This design comes from an exercise in tuning for small area, a short achievable clock period and few clock cycles on the open sky130 flow, not from production work. In this exercise RTL edits were held to simulation tests only and were not proved equivalent to the original. No activity file was given, so power comes from the tool's default toggle rates.

==> flow/design.v <==
module divider (
  input clk, rst_n,
  input start,
  input [31:0] div, dsr,
  output [31:0] q, r,
  output err,
  output done
);
  wire idle, align, iter, last, ge, skip;
  datapath dp (
    .clk(clk),
    .div(div), .dsr(dsr),
    .idle(idle), .align(align), .iter(iter),
    .q(q), .r(r), .err(err),
    .ge(ge), .last(last), .skip(skip)
  );
  controller ct (
    .clk(clk), .rst_n(rst_n), .start(start),
    .skip(skip), .last(last),
    .idle(idle), .align(align), .iter(iter), .done(done)
  );
endmodule
module controller (
  input      clk, rst_n,
  input      start,
  input      skip, last,
  output     idle,
  output reg align, iter, done
);
  assign idle = !(align || iter || done);
  always @( posedge clk )
    if( !rst_n ) begin
      align <= 1'b0;
      iter  <= 1'b0;
      done  <= 1'b0;
    end
    else begin
      align <= idle && start;
      iter  <= (align && !skip) || (iter && !last);
      done  <= (align && skip) || (iter && last);
    end
endmodule
module datapath (
  input             clk,
  input      [31:0] div, dsr,
  input             idle, align, iter,
  output reg [31:0] q, r,
  output reg        err,
  output            ge, last, skip
);
  reg [31:0] d;       
  reg  [4:0] k;       
  reg  [4:0] m;       
  reg  [1:0] kdl;     
  wire [4:0] msb_div, msb_dsr;
  msb32 mdiv ( .x(div), .y(msb_div) );
  msb32 mdsr ( .x(dsr), .y(msb_dsr) );
  wire dsr_zero = ( dsr == 32'd0 );
  wire [5:0] kd;
  sub5 ksub ( .a(k), .b(m), .y(kd) );
  assign skip = err || kd[5];
  wire [31:0] sh0, sh1, sh2, sh3, sh4;
  shl_stage #( .S(1),  .FILL(1'b1) ) st0 ( .x(d),   .s(kdl[0]), .y(sh0) );
  shl_stage #( .S(2),  .FILL(1'b0) ) st1 ( .x(sh0), .s(kdl[1]), .y(sh1) );
  shl_stage #( .S(4),  .FILL(1'b1) ) st2 ( .x(sh1), .s(kd[2]), .y(sh2) );
  shl_stage #( .S(8),  .FILL(1'b0) ) st3 ( .x(sh2), .s(kd[3]), .y(sh3) );
  shl_stage #( .S(16), .FILL(1'b1) ) st4 ( .x(sh3), .s(kd[4]), .y(sh4) );
  wire r_load = idle || ( align && err );
  wire [31:0] gl [0:5];    
  wire [31:0] pl [0:5];
  genvar lv, bi;
  generate
    for( bi = 0; bi < 32; bi = bi + 1 ) begin : pg
      ks_pg0e #( .CARRY_IN( bi == 0 ), .FORCE( bi == 31 ) ) c (
        .r(r[bi]), .d(d[bi]), .en(iter), .f(r_load), .gn(gl[0][bi]), .pn(pl[0][bi]) );
    end
    for( lv = 0; lv < 5; lv = lv + 1 ) begin : ks
      for( bi = 0; bi < 32; bi = bi + 1 ) begin : bt
        if( bi >= (1 << lv) && ( bi < (2 << lv) || lv == 4 ) ) begin : gonly
          if( lv % 2 == 1 ) begin : pn
            ks_pn_g c ( .gh(gl[lv][bi]), .ph(pl[lv][bi]), .gl(gl[lv][bi - (1 << lv)]),
                        .g(gl[lv+1][bi]) );
          end
          else begin : np
            ks_np_g c ( .gh(gl[lv][bi]), .ph(pl[lv][bi]), .gl(gl[lv][bi - (1 << lv)]),
                        .g(gl[lv+1][bi]) );
          end
          assign pl[lv+1][bi] = 1'b0;
        end
        else if( bi >= (1 << lv) ) begin : comb
          if( lv % 2 == 1 ) begin : pn
            ks_pn c ( .gh(gl[lv][bi]), .ph(pl[lv][bi]),
                      .gl(gl[lv][bi - (1 << lv)]), .pl(pl[lv][bi - (1 << lv)]),
                      .g(gl[lv+1][bi]), .p(pl[lv+1][bi]) );
          end
          else begin : np
            ks_np c ( .gh(gl[lv][bi]), .ph(pl[lv][bi]),
                      .gl(gl[lv][bi - (1 << lv)]), .pl(pl[lv][bi - (1 << lv)]),
                      .g(gl[lv+1][bi]), .p(pl[lv+1][bi]) );
          end
        end
        else begin : pass
          assign gl[lv+1][bi] = !gl[lv][bi];
          assign pl[lv+1][bi] = 1'b0;
        end
      end
    end
  endgenerate
  wire [32:0] cy = {gl[5], 1'b1};
  wire [31:1] diff_h;
  xor_late #( .W(31) ) dx ( .x(~( r[31:1] ^ d[31:1] )), .c(cy[31:1]), .y(diff_h) );
  wire [31:0] diff = {diff_h, r[0] ^ d[0]};
  assign ge = cy[32];
  assign last = ( k == m );
  wire [31:0] d_next;
  sel_late #( .W(32) ) dsel ( .s(align), .an(sh4), .b(idle ? dsr : {1'b0, d[31:1]}), .y(d_next) );
  always @( posedge clk ) begin
    if( idle || align || iter )
      d <= d_next;
  end
  always @( posedge clk ) begin
    if( ge )
      r <= idle ? div : ( iter ? diff : 32'd0 );
  end
  always @( posedge clk ) begin
    if( idle ) begin
      k   <= msb_div;
      kdl <= {msb_div[1] ^ msb_dsr[1] ^ ( !msb_div[0] && msb_dsr[0] ), msb_div[0] ^ msb_dsr[0]};
      m   <= msb_dsr;
      q   <= 32'd0;
      err <= dsr_zero;
    end
    else if( iter ) begin
      q <= {q[30:0], ge};
      k <= k - 5'd1;
    end
  end
endmodule
module ks_pn (
  input  gh, ph, gl, pl,
  output g, p
);
  assign g = !( gh || ( ph && gl ) );
  assign p = !( ph && pl );
endmodule
module ks_pn_g (
  input  gh, ph, gl,
  output g
);
  assign g = !( gh || ( ph && gl ) );
endmodule
module ks_np_g (
  input  gh, ph, gl,
  output g
);
  assign g = !( gh && ( ph || gl ) );
endmodule
module ks_np (
  input  gh, ph, gl, pl,
  output g, p
);
  assign g = !( gh && ( ph || gl ) );
  assign p = !( ph || pl );
endmodule
module ks_pg0e #( parameter CARRY_IN = 0, parameter FORCE = 0 ) (
  input  r, d, en, f,
  output gn, pn
);
  wire g = CARRY_IN ? ( r || !d ) : ( r && !d );
  assign gn = !( ( g && en ) || ( FORCE && f ) );
  assign pn = CARRY_IN ? 1'b1 : ( !r && d );
endmodule
module ks_pg0 #( parameter CARRY_IN = 0 ) (
  input  r, d,
  output gn, pn
);
  assign gn = CARRY_IN ? ( !r && d ) : !( r && !d );
  assign pn = CARRY_IN ? 1'b1 : ( !r && d );
endmodule
module sub5 (
  input  [4:0] a, b,
  output [5:0] y
);
  wire [4:0] gl [0:3];    
  wire [4:0] pl [0:3];
  genvar lv, bi;
  generate
    for( bi = 0; bi < 5; bi = bi + 1 ) begin : pg
      ks_pg0 #( .CARRY_IN( bi == 0 ) ) c ( .r(a[bi]), .d(b[bi]), .gn(gl[0][bi]), .pn(pl[0][bi]) );
    end
    for( lv = 0; lv < 3; lv = lv + 1 ) begin : ks
      for( bi = 0; bi < 5; bi = bi + 1 ) begin : bt
        if( bi >= (1 << lv) ) begin : comb
          if( lv % 2 == 1 ) begin : pn
            ks_pn c ( .gh(gl[lv][bi]), .ph(pl[lv][bi]),
                      .gl(gl[lv][bi - (1 << lv)]), .pl(pl[lv][bi - (1 << lv)]),
                      .g(gl[lv+1][bi]), .p(pl[lv+1][bi]) );
          end
          else begin : np
            ks_np c ( .gh(gl[lv][bi]), .ph(pl[lv][bi]),
                      .gl(gl[lv][bi - (1 << lv)]), .pl(pl[lv][bi - (1 << lv)]),
                      .g(gl[lv+1][bi]), .p(pl[lv+1][bi]) );
          end
        end
        else begin : pass
          assign gl[lv+1][bi] = !gl[lv][bi];
          assign pl[lv+1][bi] = 1'b0;
        end
      end
    end
  endgenerate
  wire [5:0] cy = {gl[3], 1'b1};
  wire [4:1] yl;
  xor_late #( .W(4) ) yx ( .x(~( a[4:1] ^ b[4:1] )), .c(cy[4:1]), .y(yl) );
  assign y = {!cy[5], yl, a[0] ^ b[0]};
endmodule
module shl_stage #( parameter S = 1, parameter FILL = 1'b1 ) (
  input  [31:0] x,
  input         s,
  output [31:0] y
);
  assign y = s ? {~x[31-S:0], {S{FILL}}} : ~x;
endmodule
module msb32 (
  input  [31:0] x,
  output [4:0]  y
);
  function [4:0] msb;
    input [31:0] x;
    reg   [31:0] t, oh;
    integer i, b;
    begin
      t = x;
      for( i = 1; i < 32; i = i * 2 )
        t = t | ( t >> i );
      oh = t & ~( t >> 1 );
      for( b = 0; b < 5; b = b + 1 ) begin
        msb[b] = 1'b0;
        for( i = 0; i < 32; i = i + 1 )
          if( i & ( 1 << b ) )
            msb[b] = msb[b] | oh[i];
      end
    end
  endfunction
  assign y = msb(x);
endmodule
module xor_late #( parameter W = 1 ) (
  input  [W-1:0] x, c,
  output [W-1:0] y
);
  assign y = x ^ c;
endmodule
module sel_late #( parameter W = 1 ) (
  input          s,
  input  [W-1:0] an, b,
  output [W-1:0] y
);
  assign y = s ? ~an : b;
endmodule
export LEC_CHECK = 0
export CAP_MARGIN = 20
export CORE_MARGIN = 2
export CORE_UTILIZATION = 60
export SETUP_SLACK_MARGIN = 1.3
export SLEW_MARGIN = 20
export SYNTH_HIERARCHICAL = 1
create_clock -name core_clock -period 4.0 [get_ports {clk}]
standard.sh (not shown) runs the stock make flow with config.mk's settings and CLKGATE_MAP_FILE= SYNTH_SCRIPT=/design/flow/synth_recipe.tcl, a recipe that flattens the netlist after the stock synthesis.
==> flow/flow/run.sh <==
#!/bin/bash
# The standard layout, with the port buffers that ORFS inserts before global
# placement made as sky130_fd_sc_hd__buf_1 cells rather than the default
# delay buffers; timing repair still resizes them where a path needs it.
set -euo pipefail
bash standard.sh 'BUFFER_PORTS_ARGS=-buffer_cell sky130_fd_sc_hd__buf_1' finish > standard_flow.log 2>&1
Testbench counts at the start, summed over its fixed seeds: cycles 12,149.
Change:
--- a/flow/design.v
+++ b/flow/design.v
@@ -51,7 +51,6 @@
   reg [31:0] d;       
   reg  [4:0] k;       
   reg  [4:0] m;       
-  reg  [1:0] kdl;     
   wire [4:0] msb_div, msb_dsr;
   msb32 mdiv ( .x(div), .y(msb_div) );
   msb32 mdsr ( .x(dsr), .y(msb_dsr) );
@@ -60,19 +59,17 @@
   sub5 ksub ( .a(k), .b(m), .y(kd) );
   assign skip = err || kd[5];
   wire [31:0] sh0, sh1, sh2, sh3, sh4;
-  shl_stage #( .S(1),  .FILL(1'b1) ) st0 ( .x(d),   .s(kdl[0]), .y(sh0) );
-  shl_stage #( .S(2),  .FILL(1'b0) ) st1 ( .x(sh0), .s(kdl[1]), .y(sh1) );
+  shl_stage #( .S(1),  .FILL(1'b1) ) st0 ( .x(d),   .s(kd[0]), .y(sh0) );
+  shl_stage #( .S(2),  .FILL(1'b0) ) st1 ( .x(sh0), .s(kd[1]), .y(sh1) );
   shl_stage #( .S(4),  .FILL(1'b1) ) st2 ( .x(sh1), .s(kd[2]), .y(sh2) );
   shl_stage #( .S(8),  .FILL(1'b0) ) st3 ( .x(sh2), .s(kd[3]), .y(sh3) );
   shl_stage #( .S(16), .FILL(1'b1) ) st4 ( .x(sh3), .s(kd[4]), .y(sh4) );
-  wire r_load = idle || ( align && err );
   wire [31:0] gl [0:5];    
   wire [31:0] pl [0:5];
   genvar lv, bi;
   generate
     for( bi = 0; bi < 32; bi = bi + 1 ) begin : pg
-      ks_pg0e #( .CARRY_IN( bi == 0 ), .FORCE( bi == 31 ) ) c (
-        .r(r[bi]), .d(d[bi]), .en(iter), .f(r_load), .gn(gl[0][bi]), .pn(pl[0][bi]) );
+      ks_pg0 #( .CARRY_IN( bi == 0 ) ) c ( .r(r[bi]), .d(d[bi]), .gn(gl[0][bi]), .pn(pl[0][bi]) );
     end
     for( lv = 0; lv < 5; lv = lv + 1 ) begin : ks
       for( bi = 0; bi < 32; bi = bi + 1 ) begin : bt
@@ -119,18 +116,20 @@
       d <= d_next;
   end
   always @( posedge clk ) begin
-    if( ge )
-      r <= idle ? div : ( iter ? diff : 32'd0 );
-  end
-  always @( posedge clk ) begin
     if( idle ) begin
+      r   <= div;
       k   <= msb_div;
-      kdl <= {msb_div[1] ^ msb_dsr[1] ^ ( !msb_div[0] && msb_dsr[0] ), msb_div[0] ^ msb_dsr[0]};
       m   <= msb_dsr;
       q   <= 32'd0;
       err <= dsr_zero;
     end
+    else if( align ) begin
+      if( err )
+        r <= 32'd0;
+    end
     else if( iter ) begin
+      if( ge )
+        r <= diff;
       q <= {q[30:0], ge};
       k <= k - 5'd1;
     end
@@ -161,14 +160,6 @@
 );
   assign g = !( gh && ( ph || gl ) );
   assign p = !( ph || pl );
-endmodule
-module ks_pg0e #( parameter CARRY_IN = 0, parameter FORCE = 0 ) (
-  input  r, d, en, f,
-  output gn, pn
-);
-  wire g = CARRY_IN ? ( r || !d ) : ( r && !d );
-  assign gn = !( ( g && en ) || ( FORCE && f ) );
-  assign pn = CARRY_IN ? 1'b1 : ( !r && d );
 endmodule
 module ks_pg0 #( parameter CARRY_IN = 0 ) (
   input  r, d,
=> The changed run passed the timing, design-rule and antenna checks; cell count came out higher by 2.5%; synthesized area barely changes; via count came out higher by 2.3%; worst hold slack loses 58 ps; fmax came out higher by 1.7%; wire length came out lower by 3.4%; die area is about the same; design area hardly moves; utilization barely changes; power came out higher by 38%; flip-flop and latch count came out lower by 2.
Testbench counts after the change, summed over its fixed seeds: cycles 12,149.

==> separate check: timing with driven ports <==
The flow's constraints put no driver on any port. The routed layouts listed below were extracted and timed again, unchanged, in two steps. Step 1 assumes that a clkbuf_16 drives the clock port and a buf_2 every other input. Step 2 adds t to the input delays and takes it off the output delays; t is the mean of the earliest and latest rising clock arrival at the registers after step 1. Input paths then give back, and output paths get back, about the clock's delay inside the block. Slacks: no drivers / after step 1 / after step 2; pairs: no drivers / after step 1.
| run | shift t [ns] | slack for setup (ns) | worst setup path at the end |
|---|---|---|---|
| the first run | 0.415 | 1.388 / 1.395 / 1.002 | input to register |
| the second run | 0.410 | 1.432 / 1.432 / 1.225 | input to register |
After both steps setup and hold are still met in every run listed. The setup slack of the first run, which loses most, moves by +0.007 ns with the drivers and by -0.386 ns with both steps.
